This design comes from an exercise in tuning for small area and a short achievable clock period on the open sky130 flow, not from production work.
Only simulation tests tie the RTL to the original design; equivalence was not proved.
No driver is modelled on the clock port, so clocking that relies on it looks cheaper here than on a real chip.
Power and IR drop assume default switching activity.

==> design.v <==
module mad_o22ai (input a1, input a2, input b1, input b2, output y);
	assign y = ~((a1 | a2) & (b1 | b2));
endmodule
module mad_a222oi (input a1, input a2, input b1, input b2, input c1, input c2, output y);
	assign y = ~((a1 & a2) | (b1 & b2) | (c1 & c2));
endmodule
module mad_nand2 (input a, input b, output y);
	assign y = ~(a & b);
endmodule
module mad_nand3 (input a, input b, input c, output y);
	assign y = ~(a & b & c);
endmodule
module mad_nor2 (input a, input b, output y);
	assign y = ~(a | b);
endmodule
module mad_or3 (input a, input b, input c, output y);
	assign y = a | b | c;
endmodule
module mad_nand4 (input a, input b, input c, input d, output y);
	assign y = ~(a & b & c & d);
endmodule
module mad_dec27 (input [4:0] x, output [26:0] s);
	wire [3:0] nlo;
	wire [6:0] nhi;
	genvar h;
	generate
		for (h = 0; h < 4; h = h + 1) begin : l
			assign nlo[h] = ~(x[1:0] == h);
		end
		for (h = 0; h < 7; h = h + 1) begin : m
			assign nhi[h] = ~(x[4:2] == h);
		end
		for (h = 0; h < 27; h = h + 1) begin : o
			mad_nor2 u (.a(nlo[h & 3]), .b(nhi[h >> 2]), .y(s[h]));
		end
	endgenerate
endmodule
module mad_sel27 (input [26:0] s, input [26:0] d, output y);
	wire [8:0] n;
	wire [2:0] m;
	genvar g;
	generate
		for (g = 0; g < 9; g = g + 1) begin : a
			mad_a222oi u (.a1(s[3*g]), .a2(d[3*g]), .b1(s[3*g+1]), .b2(d[3*g+1]), .c1(s[3*g+2]), .c2(d[3*g+2]), .y(n[g]));
		end
		for (g = 0; g < 3; g = g + 1) begin : b
			mad_nand3 u (.a(n[3*g]), .b(n[3*g+1]), .c(n[3*g+2]), .y(m[g]));
		end
	endgenerate
	mad_or3 uo (.a(m[0]), .b(m[1]), .c(m[2]), .y(y));
endmodule
module mad_sel16 (input [15:0] ns, input [15:0] dn, output y);
	wire [7:0] n;
	wire [3:0] h;
	genvar g;
	generate
		for (g = 0; g < 8; g = g + 1) begin : a
			mad_o22ai u (.a1(ns[2*g]), .a2(dn[2*g]), .b1(ns[2*g+1]), .b2(dn[2*g+1]), .y(n[g]));
		end
		for (g = 0; g < 4; g = g + 1) begin : b
			mad_nor2 u (.a(n[2*g]), .b(n[2*g+1]), .y(h[g]));
		end
	endgenerate
	mad_nand4 uo (.a(h[0]), .b(h[1]), .c(h[2]), .d(h[3]), .y(y));
endmodule
module mad_ge8 (input [7:0] v, input [7:0] tn, output ge);
	wire [4:0] cl;
	wire [4:0] gh;
	genvar n;
	assign cl[0] = 1'b1;
	assign gh[0] = 1'b0;
	generate
		for (n = 0; n < 4; n = n + 1) begin : r
			assign cl[n+1] = (v[n] & tn[n]) | ((v[n] | tn[n]) & cl[n]);
			assign gh[n+1] = (v[n+4] & tn[n+4]) | ((v[n+4] | tn[n+4]) & gh[n]);
		end
	endgenerate
	wire ph = (v[4] | tn[4]) & (v[5] | tn[5]) & (v[6] | tn[6]) & (v[7] | tn[7]);
	assign ge = gh[4] | (ph & cl[4]);
endmodule
module mad_fa (input a, input b, input c, output s, output co);
	assign s = a ^ b ^ c;
	assign co = (a & b) | (c & (a | b));
endmodule
module mad_ao21 (input g, input t, input c, output y);
	assign y = g | (t & c);
endmodule
module mad_and2 (input a, input b, output y);
	assign y = a & b;
endmodule
module mad_avg8 (input [7:0] a, input [7:0] b, output [7:0] y);
	wire [7:0] g = a & b;
	wire [7:0] t = a | b;
	wire [7:0] p = a ^ b;
	wire g10, t32, g32, t54, g54, t76, g76;
	wire g20, g30, t64, g64, t74, g74;
	wire g40, g50, g60, g70;
	mad_ao21 a10 (.g(g[1]), .t(t[1]), .c(t[0]), .y(g10));
	mad_ao21 a32 (.g(g[3]), .t(t[3]), .c(g[2]), .y(g32));
	mad_and2 b32 (.a(t[3]), .b(t[2]), .y(t32));
	mad_ao21 a54 (.g(g[5]), .t(t[5]), .c(g[4]), .y(g54));
	mad_and2 b54 (.a(t[5]), .b(t[4]), .y(t54));
	mad_ao21 a76 (.g(g[7]), .t(t[7]), .c(g[6]), .y(g76));
	mad_and2 b76 (.a(t[7]), .b(t[6]), .y(t76));
	mad_ao21 a20 (.g(g[2]), .t(t[2]), .c(g10), .y(g20));
	mad_ao21 a30 (.g(g32), .t(t32), .c(g10), .y(g30));
	mad_ao21 a64 (.g(g[6]), .t(t[6]), .c(g54), .y(g64));
	mad_and2 b64 (.a(t[6]), .b(t54), .y(t64));
	mad_ao21 a74 (.g(g76), .t(t76), .c(g54), .y(g74));
	mad_and2 b74 (.a(t76), .b(t54), .y(t74));
	mad_ao21 a40 (.g(g[4]), .t(t[4]), .c(g30), .y(g40));
	mad_ao21 a50 (.g(g54), .t(t54), .c(g30), .y(g50));
	mad_ao21 a60 (.g(g64), .t(t64), .c(g30), .y(g60));
	mad_ao21 a70 (.g(g74), .t(t74), .c(g30), .y(g70));
	wire [7:0] c = {g60, g50, g40, g30, g20, g10, t[0], 1'b1};
	wire [7:0] s = p ^ c;
	assign y = {g70, s[7:1]};
endmodule
module mad_csa1 (input [7:0] r0, input [7:0] r1, input [7:0] r2, output [6:0] s, output [6:0] c);
	genvar k;
	generate
		for (k = 0; k < 7; k = k + 1) begin : l
			mad_fa u (.a(r0[k+1]), .b(r1[k+1]), .c(r2[k+1]), .s(s[k]), .co(c[k]));
		end
	endgenerate
endmodule
module mad_sum (input [6:0] s, input [6:0] c, input [6:0] r3, input o01, input o23, output [7:0] y);
	wire [6:0] s2, c2;
	genvar k;
	generate
		for (k = 0; k < 7; k = k + 1) begin : l
			if (k == 0) begin : b0
				mad_fa u (.a(s[0]), .b(r3[0]), .c(o01), .s(s2[0]), .co(c2[0]));
			end else begin : bk
				mad_fa u (.a(s[k]), .b(r3[k]), .c(c[k-1]), .s(s2[k]), .co(c2[k]));
			end
		end
	endgenerate
	mad_avg8 u (.a({c[6], s2}), .b({c2, o23}), .y(y));
endmodule
module mad_class (input [14:0] ge, output [3:0] c);
	wire c0 = ge[0];
	wire c1 = ge[1 + c0];
	wire c2 = ge[3 + {c1, c0}];
	wire c3 = ge[7 + {c2, c1, c0}];
	assign c = {c3, c2, c1, c0};
endmodule
module mad_dec16n (input [3:0] c, output [15:0] ns);
	genvar i;
	generate
		for (i = 0; i < 16; i = i + 1) begin : d
			assign ns[i] = ~(c == i);
		end
	endgenerate
endmodule
module MADDNESS (in, clk, out, in_num, in_addr, write);
	input [215:0] in;
	input clk;
	output [63:0] out;
	input [7:0] in_num;
	input [9:0] in_addr;
	input write;
	genvar g, h, k;
	integer i;
	reg [31:0] lo;
	reg [18:0] hi;
	reg [7:0]  w_d;
	always @(posedge clk) begin
		for (i = 0; i < 32; i = i + 1) lo[i] <= (in_addr[4:0] == i);
		for (i = 0; i < 19; i = i + 1) hi[i] <= write & (in_addr[9:5] == i);
		w_d <= in_num;
	end
	wire [7:0] w_dn = ~w_d;
	wire [31:0] nlo = ~lo;
	wire [18:0] nhi = ~hi;
	wire [587:0] we;
	generate
		for (g = 0; g < 588; g = g + 1) begin : dwe
			mad_nor2 u (.a(nhi[g >> 5]), .b(nlo[g & 31]), .y(we[g]));
		end
	endgenerate
	reg [4:0] idx  [0:15];    
	reg [7:0] thr  [0:59];    
	reg [7:0] prot [0:511];   
	generate
		for (g = 0; g < 16; g = g + 1) begin : widx
			always @(posedge clk) if (we[g]) idx[g] <= w_d[4:0];
		end
		for (g = 0; g < 60; g = g + 1) begin : wthr
			always @(posedge clk) if (we[g + 16]) thr[g] <= w_dn;
		end
		for (g = 0; g < 512; g = g + 1) begin : wprot
			always @(posedge clk) if (we[g + 76]) prot[g] <= w_dn;
		end
	endgenerate
	reg [7:0] v1 [0:15];
	generate
		for (g = 0; g < 16; g = g + 1) begin : bsel
			wire [26:0] s;
			mad_dec27 ud (.x(idx[g]), .s(s));
			for (k = 0; k < 8; k = k + 1) begin : b
				wire [26:0] d;
				wire y;
				for (h = 0; h < 27; h = h + 1) begin : r
					assign d[h] = in[8*h + k];
				end
				mad_sel27 us (.s(s), .d(d), .y(y));
				always @(posedge clk) v1[g][k] <= y;
			end
		end
	endgenerate
	reg [14:0] ge2 [0:3];
	generate
		for (g = 0; g < 4; g = g + 1) begin : tc
			for (h = 0; h < 4; h = h + 1) begin : lc
				for (k = 0; k < (1 << h); k = k + 1) begin : jc
					wire ge;
					mad_ge8 uc (.v(v1[4*h + g]), .tn(thr[((1 << h) - 1)*4 + g*(1 << h) + k]), .ge(ge));
					always @(posedge clk) ge2[g][(1 << h) - 1 + k] <= ge;
				end
			end
		end
	endgenerate
	reg [3:0] cls3 [0:3];
	generate
		for (g = 0; g < 4; g = g + 1) begin : cr
			wire [3:0] c;
			mad_class uc (.ge(ge2[g]), .c(c));
			always @(posedge clk) cls3[g] <= c;
		end
	endgenerate
	reg [15:0] ns4 [0:3];
	generate
		for (g = 0; g < 4; g = g + 1) begin : cd
			wire [15:0] ns;
			mad_dec16n ud (.c(cls3[g]), .ns(ns));
			always @(posedge clk) ns4[g] <= ns;
		end
	endgenerate
	genvar m;
	wire [7:0] r [0:3][0:7];
	generate
		for (g = 0; g < 4; g = g + 1) begin : ps
			for (h = 0; h < 8; h = h + 1) begin : pb
				for (k = 0; k < 8; k = k + 1) begin : pk
					wire [15:0] dn;
					for (m = 0; m < 16; m = m + 1) begin : pm
						assign dn[m] = prot[g*128 + m*8 + h][k];
					end
					mad_sel16 us (.ns(ns4[g]), .dn(dn), .y(r[g][h][k]));
				end
			end
		end
	endgenerate
	reg [6:0] s5 [0:7];
	reg [6:0] c5 [0:7];
	reg [6:0] r35 [0:7];
	reg [7:0] o015, o235;
	generate
		for (h = 0; h < 8; h = h + 1) begin : av
			wire [6:0] xs, xc;
			mad_csa1 u (.r0(r[0][h]), .r1(r[1][h]), .r2(r[2][h]), .s(xs), .c(xc));
			always @(posedge clk) begin
				s5[h] <= xs;
				c5[h] <= xc;
				r35[h] <= r[3][h][7:1];
				o015[h] <= r[0][h][0] | r[1][h][0];
				o235[h] <= r[2][h][0] | r[3][h][0];
			end
		end
	endgenerate
	reg [63:0] out_q;
	generate
		for (h = 0; h < 8; h = h + 1) begin : fo
			wire [7:0] y;
			mad_sum u (.s(s5[h]), .c(c5[h]), .r3(r35[h]), .o01(o015[h]), .o23(o235[h]), .y(y));
			always @(posedge clk) out_q[8*h +: 8] <= y;
		end
	endgenerate
	assign out = out_q;
endmodule
==> run.sh <==
#!/bin/bash
# synth_recipe.tcl (not shown) runs the flow's synth.tcl, then flattens the netlist and writes it again
# the make line also repeats each setting of config.mk as NAME=value (left out here)
make -C /OpenROAD-flow-scripts/flow DESIGN_CONFIG=/design/flow/config.mk WORK_HOME=/design/flow/orfs CLKGATE_MAP_FILE= SYNTH_SCRIPT=/design/flow/synth_recipe.tcl finish
==> config.mk <==
export PLATFORM = sky130hd
export DESIGN_NAME = MADDNESS
export DESIGN_NICKNAME = MADDNESS
export VERILOG_FILES = /design/flow/design.v
export SDC_FILE = /design/flow/constraint.sdc
export NUM_CORES = 8
export LEC_CHECK = 0
export CAP_MARGIN = 20
export CORE_MARGIN = 2
export CORE_UTILIZATION = 56
export CTS_CLUSTER_DIAMETER = 100
export CTS_CLUSTER_SIZE = 25
export PLACE_DENSITY = 0.66
export SETUP_SLACK_MARGIN = 2.0
export SLEW_MARGIN = 20
export SYNTH_HIERARCHICAL = 1
==> constraint.sdc <==
create_clock -name core_clock -period 4.5 [get_ports {clk}]
set_input_delay 0.9000 -clock core_clock [delete_from_list [all_inputs] [get_ports {clk}]]
set_output_delay 0.9000 -clock core_clock [all_outputs]
set_load 0.01 [all_outputs]
==> results of run 1 <==
worst max-delay path by stage:
stage	start	cells past startpoint	to
after detailed placement	in[70]	5	v1[8][6]
after global placement	in[70]	5	v1[8][6]
after floorplan	w_d[0]	1	prot[0][0]
after global routing	idx[8][0]	5	v1[8][6]
final	idx[8][0]	5	v1[8][6]
after CTS	out_q[39]	1	out[39]
cells in the final DEF, fill, tap and decap left out, types with 40 or more instances in the layout:
cell type        netlist  layout
nand3_1              445     393
inv_1                231     196
xor2_1                56      52
o22ai_1             2108    2108
and2_1                40      40
a211oi_1              60      60
a31oi_1               60      60
nand3_2                0      52
o31ai_1               60      60
a21o_1                96      96
nand3b_1              51      51
buf_2                  0      54
a222oi_1            1152    1152
ha_1                 112     112
dfxtp_4                0      48
diode_2                0      73
o21ai_0               64      64
clkbuf_1              16     170
buf_4                 24     501
a2bb2oi_2             60      60
o2bb2ai_1             60      60
nand4_1              260     260
clkbuf_16              0     275
maj3_2                60      60
nor2_2                 0     152
dfxtp_1              575     492
clkdlybuf4s50_1        0     170
or3_1                145     134
nor2_1              2210    2042
a21oi_1               60      60
edfxtp_1            4656    4656
fa_1                 112     111
nor4_1                64      62
buf_12                 0      75
a22oi_1               60      60
where the power goes:
| part | switching, mW | internal (mW) | total [mW] |
|---|---|---|---|
| combinational | 7.67 | 3.59 | 11.3 |
| clock | 15.1 | 11.9 | 27.0 |
| sequential | 0.964 | 53.7 | 54.7 |
critical path, cell delays in order (launching register included):
cell,delay [ns]
edfxtp_1,0.51
or2_4,0.33
nor2_4,0.12
a222oi_1,0.72
nand3_2,0.49
or3_1,0.48
state kept, by name, indices dropped and copies added (netlist names):
name / count
prot: 4096
thr: 480
v1: 128
idx: 80
ns4: 64
out_q: 64
ge2: 60
c5: 56
r35: 56
s5: 56
lo: 32
hi: 19
cls3: 16
o015: 8
o235: 8
w_d: 8
Yosys stat by module, one instance, submodules excluded, a selection:
module      area [sq um]  cells  flip-flops and latches  times used
mad_ge8             98.8     14                       0          60
mad_or3             6.26      1                       0         128
mad_nand4           6.26      1                       0         256
mad_nor2            3.75      1                       0        2044
mad_avg8             332     44                       0           8
mad_nand3           5.00      1                       0         384
mad_dec27           77.6     11                       0          16
mad_class            151     19                       0           4
mad_fa              20.0      1                       0         112
mad_a222oi          10.0      1                       0        1152
mad_dec16n           186     20                       0           4
MADDNESS          152000   5381                    5231           1
mad_and2            6.26      1                       0          40
metrics by stage:
stage | total power, mW | instance area [sq um]
2_1_floorplan | 60.6 | 203000
3_3_place_gp | 66.3 | 216000
3_5_place_dp | 66.6 | 216000
4_1_cts | 92.6 | 225000
5_1_grt | 95.0 | 227000
6_report | 92.9 | 227000
what timing repair did:
item	CTS	global route
resized for setup	328	219
setup endpoints to repair	1316	127
pin swaps	32	54
hold buffers	0	0
setup buffers	90	40
gates cloned	2	0
kinds of logic (layout without fill, tap and decap cells):
family	Yosys count	in the layout	share of synthesized area, %
multiplexers	20	20	0.111
AND/OR/NAND/NOR	3451	3451	7.87
flip-flops	5231	5231	74.6
XOR/XNOR	56	56	0.242
buffers and inverters	275	1619	0.568
AO/OA/AOI/OAI	3848	3848	14.4
adder cells (fa/ha/maj)	284	284	2.13
other	0	73	0
metal layers:
layer / track usage (%) / vias up / routed length, um
met1: 55.4 / 74381 / 282000
met4: 22.2 / 72 / 52700
li1: - / 58266 / -
met5: 2.46 / - / 2300
met3: 15.2 / 2393 / 120000
met2: 60.8 / 12413 / 337000
area by class of cell:
class,count,share of cell area (%)
antenna,73,0.0806
clock buffer,445,3.32
clock inverter,33,0.210
inverter,231,0.397
multi-input combinational,7659,22.7
sequential,5231,66.9
tap,4773,2.64
timing repair buffer,909,3.80
timing repair inverter,1,0.00221
==> metrics.md, run 1 <==
| Metric | Value |
|---|---|
| Max-slew violation total from the final report | `0` |
| Period utilization | `62.5%` |
| Outcome | `timing/DRC/antenna clean` |
| Final Hold Fails | `0` |
| Drt first-iter violations | `31702` |
| VDD IR max | `0.441 mV` |
| Max-cap viol count | `0` |
| RSZ-0062 raised after global routing | `yes` |
| Largest area contributor in the netlist | `edfxtp_1` |
| Number of antenna violations at the first check in global routing | `73` |
| Area contributors post-synth | `edfxtp_1 (69%), o22ai_1 (6.5%), a222oi_1 (5.7%)` |
| Vias | `147525` |
| DP HPWL | `523 mm` |
| LEAKAGE | `71.3 nW` |
| Worst slew pin tran | `1.32 ns` |
| Ys Warns | `27` |
| Worst Skew | `0.0555 ns` |
| Arrival time worst endpoint | `3.61 ns` |
| Pre-CTS WS | `0.895 ns` |
| Final ANT Viol Nets | `0` |
| Hold Crit Class | `input port to flop` |
| Top-count cell post-synth | `edfxtp_1` |
| CTS tree | `done` |
| DR pass1 iterations | `17` |
| CP Capture Type | `flop` |
| Clock transition at path regs | `0.07 ns` |
| DRC Markers | `0` |
| WP data required | `5.30 ns` |
| Reg2Reg Setup Slack | `1.69 ns` |
| Routed len/inst | `41.0 um` |
| Critical setup path kind | `flop to flop` |
| CTS sink cnt | `5231` |
| Mapped cell area | `203000 sq um` |
| FF-to-FF Start | `idx[8][0]` |
| Core Region | `360000 sq um` |
| Placed instance count | `18672` |
| DIE WIDTH | `606 um` |
| Grt total ovfl | `0` |
| Seq/Total Area, Yosys | `74.6%` |
| DIE AREA | `367000 sq um` |
| Final worst setup slack | `1.69 ns` |
| # IOs | `300` |
| Nets | `14755` |
| Seq cells post-synth | `5231` |
| Max Fclk | `355 MHz` |
| PortBufs | `299` |
| Drt total wl | `794 mm` |
| CTS HTree Levels | `5` |
| WHS Path Cells | `1` |
| CTS Buffer Depth | `4` |
| Synth Instances | `13165` |
| Worst skew pair latency | `0.96 ns` |
| Vias in the first global route | `137767` |
| Distinct cells, synth | `48` |
| Depth of the worst register-to-register path | `5` |
| Most used DFF post-synth | `edfxtp_1` |
| Multi-input combinational cell area | `51400 sq um` |
| Hold endpoint | `w_d[4]` |
| Die Y | `606 um` |
| Syn_area_per_cell | `15.4 sq um` |
| Reg-to-Reg End | `v1[8][6]` |
| Setup TNS | `0 ns` |
| Routed vias/inst | `7.62` |
| Clk root buf | `clkbuf_16` |
| Initial core utilization | `56.4%` |
| Fillcell total | `25279` |
| Crit start category | `flop` |
| CP Max Fanout | `9` |
| Mapped Nets | `13625` |
| FF/Latch Area | `152000 sq um` |
| Slew HR | `11.9%` |
| Layout cell share with drive strength beyond 1 | `10.8%` |
| Num rows | `220` |
| Synth top area share | `69.0%` |
| TritonCTS buffer count | `262` |
| Global placer's final weighted congestion | `1.10` |
| Pwr dens | `410 nW/um^2` |
| Area delta synth->final | `11.7%` |
| Period minus WS final | `2.81 ns` |
| Final Setup Violations | `0` |
| Commonest cells in the synthesized netlist | `edfxtp_1 (4656), nor2_1 (2210), o22ai_1 (2108)` |
| Hold path start | `in_num[4]` |
| First-pass GRT wire length | `1070 mm` |
| GRT Resource Usage Total | `42.0%` |
| Final core occ | `63.0%` |
| Async set-reset flop share out of synthesis | `0%` |
| Largest net degree at the start of global routing | `161` |
| Count of non-filler cells in the finished layout | `19355` |
| Final Hold Slack | `0.409 ns` |
| EDFF count, synth | `4656` |
==> run 2, diff against run 1 <==
--- a/design.v
+++ b/design.v
@@ -2,7 +2,4 @@
 	assign y = ~((a1 | a2) & (b1 | b2));
 endmodule
-module mad_a222oi (input a1, input a2, input b1, input b2, input c1, input c2, output y);
-	assign y = ~((a1 & a2) | (b1 & b2) | (c1 & c2));
-endmodule
 module mad_nand2 (input a, input b, output y);
 	assign y = ~(a & b);
@@ -14,39 +11,40 @@
 	assign y = ~(a | b);
 endmodule
-module mad_or3 (input a, input b, input c, output y);
-	assign y = a | b | c;
-endmodule
 module mad_nand4 (input a, input b, input c, input d, output y);
 	assign y = ~(a & b & c & d);
 endmodule
-module mad_dec27 (input [4:0] x, output [26:0] s);
-	wire [3:0] nlo;
-	wire [6:0] nhi;
+module mad_dec27n (input [4:0] x, output [26:0] ns);
+	wire [3:0] lo;
+	wire [6:0] hi;
 	genvar h;
 	generate
 		for (h = 0; h < 4; h = h + 1) begin : l
-			assign nlo[h] = ~(x[1:0] == h);
+			assign lo[h] = (x[1:0] == h);
 		end
 		for (h = 0; h < 7; h = h + 1) begin : m
-			assign nhi[h] = ~(x[4:2] == h);
+			assign hi[h] = (x[4:2] == h);
 		end
 		for (h = 0; h < 27; h = h + 1) begin : o
-			mad_nor2 u (.a(nlo[h & 3]), .b(nhi[h >> 2]), .y(s[h]));
-		end
-	endgenerate
-endmodule
-module mad_sel27 (input [26:0] s, input [26:0] d, output y);
-	wire [8:0] n;
-	wire [2:0] m;
+			mad_nand2 u (.a(lo[h & 3]), .b(hi[h >> 2]), .y(ns[h]));
+		end
+	endgenerate
+endmodule
+module mad_sel27 (input [26:0] ns, input [26:0] d, output y);
+	wire [13:0] n;
+	wire [6:0] m;
+	wire [1:0] p;
 	genvar g;
 	generate
-		for (g = 0; g < 9; g = g + 1) begin : a
-			mad_a222oi u (.a1(s[3*g]), .a2(d[3*g]), .b1(s[3*g+1]), .b2(d[3*g+1]), .c1(s[3*g+2]), .c2(d[3*g+2]), .y(n[g]));
-		end
-		for (g = 0; g < 3; g = g + 1) begin : b
-			mad_nand3 u (.a(n[3*g]), .b(n[3*g+1]), .c(n[3*g+2]), .y(m[g]));
-		end
-	endgenerate
-	mad_or3 uo (.a(m[0]), .b(m[1]), .c(m[2]), .y(y));
+		for (g = 0; g < 13; g = g + 1) begin : a
+			mad_o22ai u (.a1(ns[2*g]), .a2(d[2*g]), .b1(ns[2*g+1]), .b2(d[2*g+1]), .y(n[g]));
+		end
+		for (g = 0; g < 7; g = g + 1) begin : b
+			mad_nor2 u (.a(n[2*g]), .b(n[2*g+1]), .y(m[g]));
+		end
+	endgenerate
+	mad_nor2 ul (.a(ns[26]), .b(d[26]), .y(n[13]));
+	mad_nand4 up0 (.a(m[0]), .b(m[1]), .c(m[2]), .d(m[3]), .y(p[0]));
+	mad_nand3 up1 (.a(m[4]), .b(m[5]), .c(m[6]), .y(p[1]));
+	mad_nor2 uo (.a(p[0]), .b(p[1]), .y(y));
 endmodule
 module mad_sel16 (input [15:0] ns, input [15:0] dn, output y);
@@ -163,15 +161,14 @@
 	genvar g, h, k;
 	integer i;
-	reg [31:0] lo;
-	reg [18:0] hi;
-	reg [7:0]  w_d;
+	reg [31:0] nlo;
+	reg [18:0] nhi;
+	reg [4:0]  w_d;
+	reg [7:0]  w_dn;
 	always @(posedge clk) begin
-		for (i = 0; i < 32; i = i + 1) lo[i] <= (in_addr[4:0] == i);
-		for (i = 0; i < 19; i = i + 1) hi[i] <= write & (in_addr[9:5] == i);
-		w_d <= in_num;
+		for (i = 0; i < 32; i = i + 1) nlo[i] <= ~(in_addr[4:0] == i);
+		for (i = 0; i < 19; i = i + 1) nhi[i] <= ~(write & (in_addr[9:5] == i));
+		w_d <= in_num[4:0];
+		w_dn <= ~in_num;
 	end
-	wire [7:0] w_dn = ~w_d;
-	wire [31:0] nlo = ~lo;
-	wire [18:0] nhi = ~hi;
 	wire [587:0] we;
 	generate
@@ -185,5 +182,5 @@
 	generate
 		for (g = 0; g < 16; g = g + 1) begin : widx
-			always @(posedge clk) if (we[g]) idx[g] <= w_d[4:0];
+			always @(posedge clk) if (we[g]) idx[g] <= w_d;
 		end
 		for (g = 0; g < 60; g = g + 1) begin : wthr
@@ -197,6 +194,6 @@
 	generate
 		for (g = 0; g < 16; g = g + 1) begin : bsel
-			wire [26:0] s;
-			mad_dec27 ud (.x(idx[g]), .s(s));
+			wire [26:0] ns;
+			mad_dec27n ud (.x(idx[g]), .ns(ns));
 			for (k = 0; k < 8; k = k + 1) begin : b
 				wire [26:0] d;
@@ -205,5 +202,5 @@
 					assign d[h] = in[8*h + k];
 				end
-				mad_sel27 us (.s(s), .d(d), .y(y));
+				mad_sel27 us (.ns(ns), .d(d), .y(y));
 				always @(posedge clk) v1[g][k] <= y;
 			end
--- a/config.mk
+++ b/config.mk
@@ -12,5 +12,5 @@
 export CTS_CLUSTER_SIZE = 25
 export PLACE_DENSITY = 0.66
-export SETUP_SLACK_MARGIN = 2.0
+export SETUP_SLACK_MARGIN = 2.2
 export SLEW_MARGIN = 20
 export SYNTH_HIERARCHICAL = 1
==> metrics.md, run 2 <==
| Metric | Value |
|---|---|
| # IOs | `300` |
| DR pass1 iterations | `10` |
| DIE AREA | `370000 sq um` |
| Vias in the first global route | `139632` |
| FF/Latch Area | `152000 sq um` |
| Hold-fix buffers, CTS | `0` |
| Critical setup path kind | `flop to output pin` |
| PortBufs | `299` |
| Layout cell share with drive strength beyond 1 | `13.0%` |
| Hold Crit Class | `input port to flop` |
| Largest area contributor in the netlist | `edfxtp_1` |
| Most used DFF post-synth | `edfxtp_1` |
| Pwr dens | `396 nW/um^2` |
| Setup TNS | `0 ns` |
| EDFF count, synth | `4656` |
| WP data required | `3.60 ns` |
| Worst skew pair latency | `1.05 ns` |
| Max-cap viol count | `0` |
| First-pass GRT wire length | `1160 mm` |
| Outcome | `timing/DRC/antenna clean` |
| CTS HTree Levels | `4` |
| Synth Instances | `14527` |
| Drt total wl | `892 mm` |
| Max Fclk | `389 MHz` |
| CTS sink cnt | `5236` |
| Ys Warns | `27` |
| Seq/Total Area, Yosys | `74.0%` |
| Nets | `16330` |
| Global placer's final weighted congestion | `1.13` |
| Arrival time worst endpoint | `1.67 ns` |
| Crit start category | `flop` |
| Worst Skew | `0.0935 ns` |
| LEAKAGE | `74.1 nW` |
| Worst slew pin tran | `1.30 ns` |
| CP Capture Type | `output pin` |
| Number of flip-flops in the largest register | `4096` |
| Commonest cells in the synthesized netlist | `edfxtp_1 (4656), o22ai_1 (3772), nor2_1 (2902)` |
| Cell area after layout | `233000 sq um` |
| Slowest-stage cell, CP | `dfxtp_4` |
| Number of antenna violations at the first check in global routing | `121` |
| Core Region | `363000 sq um` |
| GRT Resource Usage Total | `46.2%` |
| Period utilization | `57.2%` |
| Clock transition at path regs | `0.10 ns` |
| Final core occ | `64.3%` |
| Biggest register | `prot` |
| Synth top area share | `68.3%` |
| Seq cells post-synth | `5236` |
| Mapped Nets | `14987` |
| Top flop regs | `prot x4096, thr x480, v1 x128` |
| Kind of cell adding the most delay to the critical path | `flip-flops` |
| Leading cell type in the layout, fill and taps excluded | `edfxtp_1` |
| CP Buf/Inv Count | `1` |
| Critical path, cell by cell | `buf_6` |
| Commonest cells after routing, fill and taps aside | `edfxtp_1 (4656), o22ai_1 (3752), nor2_1 (2810)` |
| Largest net degree at the start of global routing | `165` |
| Period minus WS final | `2.57 ns` |
| Mapped cell area | `205000 sq um` |
| Clk root buf | `clkbuf_16` |
| Final ANT Viol Nets | `0` |
| Die Y | `609 um` |
| DRC Markers | `0` |
| Vias | `155570` |
| CP max stage delay | `0.49 ns` |
| CTS tree | `done` |
| Multi-input combinational cell area | `54600 sq um` |
| CTS Buffer Depth | `4` |
| Num rows | `221` |
| Final Hold Fails | `0` |
| Final Setup Violations | `0` |
| Syn_area_per_cell | `14.1 sq um` |
| Drt first-iter violations | `30141` |
| Area delta synth->final | `14.0%` |
| RSZ-0062 raised after global routing | `yes` |
| Fillcell total | `25720` |
| Initial core utilization | `56.4%` |
| Distinct cells, synth | `51` |
| Top-count cell post-synth | `edfxtp_1` |
| DIE WIDTH | `609 um` |
| VDD IR max | `0.482 mV` |
| Max-slew violation total from the final report | `0` |
| Routed len/inst | `42.5 um` |
| Grt total ovfl | `0` |
| CP Max Fanout | `1` |
| Placed inst area | `218000 sq um` |
| DP HPWL | `554 mm` |
| Slew HR | `13.1%` |
| Total Power | `92.3 mW` |
| Routed vias/inst | `7.41` |
| Area contributors post-synth | `edfxtp_1 (68%), o22ai_1 (12%), dfxtp_1 (5.7%)` |
| Async set-reset flop share out of synthesis | `0%` |
| TritonCTS buffer count | `244` |
==> run 2: per-module statistics from Yosys, one instance, submodules excluded, excerpt <==
module,flops+latches,times used,cells
MADDNESS,5236,1,5335
mad_and2,0,40,1
mad_ao21,0,96,1
mad_avg8,0,8,44
mad_class,0,4,19
mad_dec16n,0,4,20
mad_dec27n,0,16,11
mad_fa,0,112,1
mad_ge8,0,60,14
mad_nand2,0,432,1
mad_nand4,0,384,1
mad_nor2,0,2764,1
mad_o22ai,0,3712,1
==> run 2: area by class of cell <==
type | count | area share, %
inverters | 180 | 0.290
diodes | 121 | 0.130
repair buffers | 1140 | 5.35
clock inverters | 33 | 0.272
well taps | 4794 | 2.57
multi-input cells | 9068 | 23.4
clock buffers | 427 | 2.91
flip-flops and latches | 5236 | 65.1
==> run 2: where the power goes <==
part / internal, mW / switching [mW] / total, mW
registers: 53.8 / 1.08 / 54.9
logic: 4.00 / 7.50 / 11.5
clock network: 10.6 / 15.3 / 25.9
==> run 2: metal layers <==
metal	track usage [%]	part of all wire [%]	vias up
met5	1.83	0.19	-
met4	30.2	8.4	62
met3	18.7	17	2803
met2	63.4	40	13945
met1	60.4	34	77198
li1	-	-	61562
==> run 2: worst paths after layout <==
kind                   start         end  slack [ns]  cells past startpoint
hold reg to reg    ge2[3][0]  cls3[3][0]        0.47                      0
hold / removal     in_num[6]     w_dn[6]        0.34                      2
setup / recovery   out_q[24]     out[24]        1.93                      1
setup reg to reg  idx[13][0]   v1[13][3]        1.99                      6
==> run 2: per-stage QoR <==
stage,std cells,setup WS [ns],hold WS [ns]
global route,20913,1.90,0.312
CTS,20749,1.91,0.285
detailed placement,20074,0.987,0.441
floorplan,14527,1.47,0.436
finish,20999,1.93,0.335
global placement,20072,0.972,0.456
==> run 2: logic make-up after synthesis <==
kind of cell               after synthesis  synth area share, %
AOI/OAI and AO/OA                     4360                 13.8
xor gates and xnor gates                56                0.240
and+or+nand+nor                       4348                 9.32
muxes                                   20                0.110
adders and majority gates              284                 2.11
buffers and inverters                  223                0.469
DFF                                   5236                 74.0
==> run 2: repair_timing <==
item / 4_1_cts / 5_1_grt
endpoints found under the setup margin: 308 / 369
gates cloned: 0 / 3
resized for setup: 684 / 391
buffers inserted: 215 / 125
pin swaps: 19 / 52
==> run 3, diff against run 2 <==
--- a/design.v
+++ b/design.v
@@ -2,4 +2,7 @@
 	assign y = ~((a1 | a2) & (b1 | b2));
 endmodule
+module mad_a222oi (input a1, input a2, input b1, input b2, input c1, input c2, output y);
+	assign y = ~((a1 & a2) | (b1 & b2) | (c1 & c2));
+endmodule
 module mad_nand2 (input a, input b, output y);
 	assign y = ~(a & b);
@@ -11,40 +14,39 @@
 	assign y = ~(a | b);
 endmodule
+module mad_or3 (input a, input b, input c, output y);
+	assign y = a | b | c;
+endmodule
 module mad_nand4 (input a, input b, input c, input d, output y);
 	assign y = ~(a & b & c & d);
 endmodule
-module mad_dec27n (input [4:0] x, output [26:0] ns);
-	wire [3:0] lo;
-	wire [6:0] hi;
+module mad_dec27 (input [4:0] x, output [26:0] s);
+	wire [3:0] nlo;
+	wire [6:0] nhi;
 	genvar h;
 	generate
 		for (h = 0; h < 4; h = h + 1) begin : l
-			assign lo[h] = (x[1:0] == h);
+			assign nlo[h] = ~(x[1:0] == h);
 		end
 		for (h = 0; h < 7; h = h + 1) begin : m
-			assign hi[h] = (x[4:2] == h);
+			assign nhi[h] = ~(x[4:2] == h);
 		end
 		for (h = 0; h < 27; h = h + 1) begin : o
-			mad_nand2 u (.a(lo[h & 3]), .b(hi[h >> 2]), .y(ns[h]));
-		end
-	endgenerate
-endmodule
-module mad_sel27 (input [26:0] ns, input [26:0] d, output y);
-	wire [13:0] n;
-	wire [6:0] m;
-	wire [1:0] p;
+			mad_nor2 u (.a(nlo[h & 3]), .b(nhi[h >> 2]), .y(s[h]));
+		end
+	endgenerate
+endmodule
+module mad_sel27 (input [26:0] s, input [26:0] d, output y);
+	wire [8:0] n;
+	wire [2:0] m;
 	genvar g;
 	generate
-		for (g = 0; g < 13; g = g + 1) begin : a
-			mad_o22ai u (.a1(ns[2*g]), .a2(d[2*g]), .b1(ns[2*g+1]), .b2(d[2*g+1]), .y(n[g]));
-		end
-		for (g = 0; g < 7; g = g + 1) begin : b
-			mad_nor2 u (.a(n[2*g]), .b(n[2*g+1]), .y(m[g]));
-		end
-	endgenerate
-	mad_nor2 ul (.a(ns[26]), .b(d[26]), .y(n[13]));
-	mad_nand4 up0 (.a(m[0]), .b(m[1]), .c(m[2]), .d(m[3]), .y(p[0]));
-	mad_nand3 up1 (.a(m[4]), .b(m[5]), .c(m[6]), .y(p[1]));
-	mad_nor2 uo (.a(p[0]), .b(p[1]), .y(y));
+		for (g = 0; g < 9; g = g + 1) begin : a
+			mad_a222oi u (.a1(s[3*g]), .a2(d[3*g]), .b1(s[3*g+1]), .b2(d[3*g+1]), .c1(s[3*g+2]), .c2(d[3*g+2]), .y(n[g]));
+		end
+		for (g = 0; g < 3; g = g + 1) begin : b
+			mad_nand3 u (.a(n[3*g]), .b(n[3*g+1]), .c(n[3*g+2]), .y(m[g]));
+		end
+	endgenerate
+	mad_or3 uo (.a(m[0]), .b(m[1]), .c(m[2]), .y(y));
 endmodule
 module mad_sel16 (input [15:0] ns, input [15:0] dn, output y);
@@ -161,14 +163,15 @@
 	genvar g, h, k;
 	integer i;
-	reg [31:0] nlo;
-	reg [18:0] nhi;
-	reg [4:0]  w_d;
-	reg [7:0]  w_dn;
+	reg [31:0] lo;
+	reg [18:0] hi;
+	reg [7:0]  w_d;
 	always @(posedge clk) begin
-		for (i = 0; i < 32; i = i + 1) nlo[i] <= ~(in_addr[4:0] == i);
-		for (i = 0; i < 19; i = i + 1) nhi[i] <= ~(write & (in_addr[9:5] == i));
-		w_d <= in_num[4:0];
-		w_dn <= ~in_num;
+		for (i = 0; i < 32; i = i + 1) lo[i] <= (in_addr[4:0] == i);
+		for (i = 0; i < 19; i = i + 1) hi[i] <= write & (in_addr[9:5] == i);
+		w_d <= in_num;
 	end
+	wire [7:0] w_dn = ~w_d;
+	wire [31:0] nlo = ~lo;
+	wire [18:0] nhi = ~hi;
 	wire [587:0] we;
 	generate
@@ -182,5 +185,5 @@
 	generate
 		for (g = 0; g < 16; g = g + 1) begin : widx
-			always @(posedge clk) if (we[g]) idx[g] <= w_d;
+			always @(posedge clk) if (we[g]) idx[g] <= w_d[4:0];
 		end
 		for (g = 0; g < 60; g = g + 1) begin : wthr
@@ -194,6 +197,6 @@
 	generate
 		for (g = 0; g < 16; g = g + 1) begin : bsel
-			wire [26:0] ns;
-			mad_dec27n ud (.x(idx[g]), .ns(ns));
+			wire [26:0] s;
+			mad_dec27 ud (.x(idx[g]), .s(s));
 			for (k = 0; k < 8; k = k + 1) begin : b
 				wire [26:0] d;
@@ -202,5 +205,5 @@
 					assign d[h] = in[8*h + k];
 				end
-				mad_sel27 us (.ns(ns), .d(d), .y(y));
+				mad_sel27 us (.s(s), .d(d), .y(y));
 				always @(posedge clk) v1[g][k] <= y;
 			end
==> flow/run.sh (new file) <==
#!/bin/bash
# The standard ORFS flow, with the clock tree built by flow/mycts.tcl (an
# inverter tree from recursive bisection of the flip-flops) in place of
# TritonCTS.  Everything else, synthesis included, is the standard.sh.
set -euo pipefail
here=$(pwd)
bash standard.sh PRE_CTS_TCL="$here/flow/mycts.tcl" finish > "$here/flow_make.log" 2>&1
==> flow/mycts.tcl (new file) <==
# PRE_CTS hook: build the clock tree from inverters instead of running TritonCTS.
# The flip-flops are split by recursive bisection (halving the set along its
# longer side) into balanced groups; each group gets an inverter at its
# centroid, driven by the next level up.  mcts_spec lists the bisection levels
# between successive inverter levels, top first; the number of inverter levels
# (the root plus one per entry) is even, so the flip-flops see the clock's own
# polarity.  detailed_placement in cts.tcl then legalizes the new cells.

set mcts_spec {3 2 3}
set mcts_cell sky130_fd_sc_hd__inv_16

proc mcts_bisect {pts levels} {
  if {$levels == 0} { return [list $pts] }
  set xs [lmap p $pts {lindex $p 1}]
  set ys [lmap p $pts {lindex $p 2}]
  set dx [expr {[tcl::mathfunc::max {*}$xs] - [tcl::mathfunc::min {*}$xs]}]
  set dy [expr {[tcl::mathfunc::max {*}$ys] - [tcl::mathfunc::min {*}$ys]}]
  if {$dx >= $dy} {
    set s [lsort -integer -index 1 [lsort -integer -index 2 $pts]]
  } else {
    set s [lsort -integer -index 2 [lsort -integer -index 1 $pts]]
  }
  set h [expr {[llength $s] / 2}]
  set l [expr {$levels - 1}]
  return [concat [mcts_bisect [lrange $s 0 [expr {$h - 1}]] $l] [mcts_bisect [lrange $s $h end] $l]]
}

proc mcts_centroid {pts} {
  set n [llength $pts]
  set sx 0
  set sy 0
  foreach p $pts {
    incr sx [lindex $p 1]
    incr sy [lindex $p 2]
  }
  return [list [expr {$sx / $n}] [expr {$sy / $n}]]
}

set mcts_count 0

# Builds the subtree for pts at level lvl; returns {inst x y} of its driver.
proc mcts_build {pts lvl} {
  global mcts_spec mcts_cell mcts_count
  set block [ord::get_db_block]
  set master [[ord::get_db] findMaster $mcts_cell]
  set name "mcts_inv_${lvl}_$mcts_count"
  incr mcts_count
  set net [odb::dbNet_create $block "${name}_y"]
  $net setSigType CLOCK
  if {$lvl == [llength $mcts_spec]} {
    lassign [mcts_centroid $pts] x y
    foreach p $pts {
      set it [lindex $p 0]
      $it disconnect
      $it connect $net
    }
  } else {
    set kids {}
    foreach g [mcts_bisect $pts [lindex $mcts_spec $lvl]] {
      lappend kids [mcts_build $g [expr {$lvl + 1}]]
    }
    set cpts [lmap k $kids {list {} [lindex $k 1] [lindex $k 2]}]
    lassign [mcts_centroid $cpts] x y
    foreach k $kids {
      [[lindex $k 0] findITerm A] connect $net
    }
  }
  set inst [odb::dbInst_create $block $master $name]
  $inst setLocation $x $y
  $inst setPlacementStatus PLACED
  [$inst findITerm Y] connect $net
  return [list $inst $x $y]
}

if {[expr {([llength $mcts_spec] + 1) % 2}] != 0} {
  error "mycts: odd number of inverter levels"
}
set mcts_block [ord::get_db_block]
set mcts_clk [$mcts_block findNet clk]
set mcts_sinks {}
foreach it [$mcts_clk getITerms] {
  set bb [[$it getInst] getBBox]
  lappend mcts_sinks [list $it [expr {([$bb xMin] + [$bb xMax]) / 2}] [expr {([$bb yMin] + [$bb yMax]) / 2}]]
}
puts "mycts: [llength $mcts_sinks] clock sinks"
set mcts_root [mcts_build $mcts_sinks 0]
[[lindex $mcts_root 0] findITerm A] connect $mcts_clk
puts "mycts: $mcts_count inverters"
set_propagated_clock [all_clocks]

# the tree is built: make cts.tcl's TritonCTS call a no-op
rename clock_tree_synthesis mcts_unused_clock_tree_synthesis
proc clock_tree_synthesis {args} {
  puts "mycts: TritonCTS skipped"
}
==> standard.sh (new file) <==
#!/bin/bash
# synth_recipe.tcl (not shown) runs the flow's synth.tcl, then flattens the netlist and writes it again
# the make line also repeats each setting of config.mk as NAME=value (left out here)
make -C /OpenROAD-flow-scripts/flow DESIGN_CONFIG=/design/flow/config.mk WORK_HOME=/design/flow/orfs CLKGATE_MAP_FILE= SYNTH_SCRIPT=/design/flow/synth_recipe.tcl "${@:-finish}"
--- a/config.mk
+++ b/config.mk
@@ -9,8 +9,6 @@
 export CORE_MARGIN = 2
 export CORE_UTILIZATION = 56
-export CTS_CLUSTER_DIAMETER = 100
-export CTS_CLUSTER_SIZE = 25
 export PLACE_DENSITY = 0.66
-export SETUP_SLACK_MARGIN = 2.2
+export SETUP_SLACK_MARGIN = 2.3
 export SLEW_MARGIN = 20
 export SYNTH_HIERARCHICAL = 1
removed: run.sh
==> metrics.md, run 3 <==
| Metric | Value |
|---|---|
| Seq/Total Area, Yosys | `74.6%` |
| Mapped cell area | `203000 sq um` |
| Largest area contributor in the netlist | `edfxtp_1` |
| Mapped Nets | `13625` |
| Distinct cells, synth | `48` |
| DP HPWL | `523 mm` |
| DIE WIDTH | `606 um` |
| Most used DFF post-synth | `edfxtp_1` |
| Synth Instances | `13165` |
| PortBufs | `299` |
| Ys Warns | `27` |
| Error | `Error: cts.tcl, 6 can't read "mcts_cell": no such variable` |
| Syn_area_per_cell | `15.4 sq um` |
| Seq cells post-synth | `5231` |
| Async set-reset flop share out of synthesis | `0%` |
| Initial core utilization | `56.4%` |
| # IOs | `300` |
| Commonest cells in the synthesized netlist | `edfxtp_1 (4656), nor2_1 (2210), o22ai_1 (2108)` |
| Num rows | `220` |
| EDFF count, synth | `4656` |
| Pre-CTS WS | `0.895 ns` |
| Area contributors post-synth | `edfxtp_1 (69%), o22ai_1 (6.5%), a222oi_1 (5.7%)` |
| Outcome | `did not finish` |
| Global placer's final weighted congestion | `1.10` |
| Die Y | `606 um` |
| Synth top area share | `69.0%` |
| Last stage | `clock tree synthesis` |
| Top-count cell post-synth | `edfxtp_1` |
==> run 3: changes by cell type after synthesis, moves of 37 or more <==
cell,before,now
a222oi_1,0,1152
and3b_2,48,0
inv_1,180,231
nand2_1,482,22
nand3_1,192,445
nand3b_1,0,51
nand4_1,389,260
nor2_1,2902,2210
nor2b_1,41,4
nor3b_1,48,0
o22ai_1,3772,2108
or3_1,0,145
or3b_1,0,51
==> run 3: stage by stage <==
step | util [%] | cell area [sq um] | cells
detailed placement | 59.9 | 216000 | 18672
global placement | 59.9 | 216000 | 18671
floorplan | - | 203000 | 13165
==> run 3: power by group through the flow <==
stage / registers (mW) / logic [mW] / clock network [mW]
global placement: 55.8 / 10.5 / 0
detailed placement: 55.8 / 10.8 / 0
floorplan: 55.8 / 4.82 / 0
==> run 3: worst max-delay path by stage <==
stage                     cells after the start         end  slack, ns
after detailed placement                      5    v1[8][6]       0.90
after floorplan                               1  prot[0][0]      -0.90
after global placement                        5    v1[8][6]       0.79
==> run 3: logic make-up after synthesis <==
| kind of cell | Yosys count | synth area share, % |
|---|---|---|
| fa+ha+maj | 284 | 2.13 |
| mux | 20 | 0.111 |
| xor+xnor | 56 | 0.242 |
| simple gates | 3451 | 7.87 |
| flops | 5231 | 74.6 |
| buf+inv | 275 | 0.568 |
| compound gates | 3848 | 14.4 |
==> run 3: Yosys stat by module (local to each module, per instance), excerpt <==
module,area [sq um],cells inside,times used,flops+latches
mad_nor2,3.75,1,2044,0
mad_or3,6.26,1,128,0
mad_dec27,77.6,11,16,0
mad_a222oi,10.0,1,1152,0
mad_dec16n,186,20,4,0
mad_and2,6.26,1,40,0
mad_ge8,98.8,14,60,0
mad_ao21,7.51,1,96,0
mad_class,151,19,4,0
mad_nand4,6.26,1,256,0
mad_avg8,332,44,8,0
mad_nand3,5.00,1,384,0
mad_o22ai,6.26,1,2048,0

==> static timing again, ports no longer ideal <==
How much do the figures lean on ideal ports? The routed layouts below were timed once more, with nothing changed but the port constraints.
Step 1 (the two cells are an assumption about what drives the block):
set clk [get_ports {clk}]
set_driving_cell -lib_cell sky130_fd_sc_hd__clkbuf_16 $clk
set_driving_cell -lib_cell sky130_fd_sc_hd__buf_2 [delete_from_list [all_inputs] $clk]
Step 2 moves the port delays by t, midway between the first and last clock arrival at a register: inputs arrive t later, outputs are due t later. That takes back most of the time a late clock gives input paths.
Three values: no drivers, after step 1, after step 2; two values: the first two.
run | t, ns | setup WS [ns] | worst hold slack (ns) | worst setup path at the end | clock arrival spread, ns
run 1 | 1.051 | 1.687 / 1.687 / 0.906 | 0.409 / 0.306 / 0.487 | input to register | 0.082 / 0.081
run 2 | 1.111 | 1.928 / 1.811 / 0.944 | 0.335 / 0.241 / 0.472 | input to register | 0.115 / 0.115
After both steps every run listed still meets setup and hold. For run 2, which loses most, drivers alone change the setup slack by -0.117 ns; drivers and shift together by -0.984 ns.
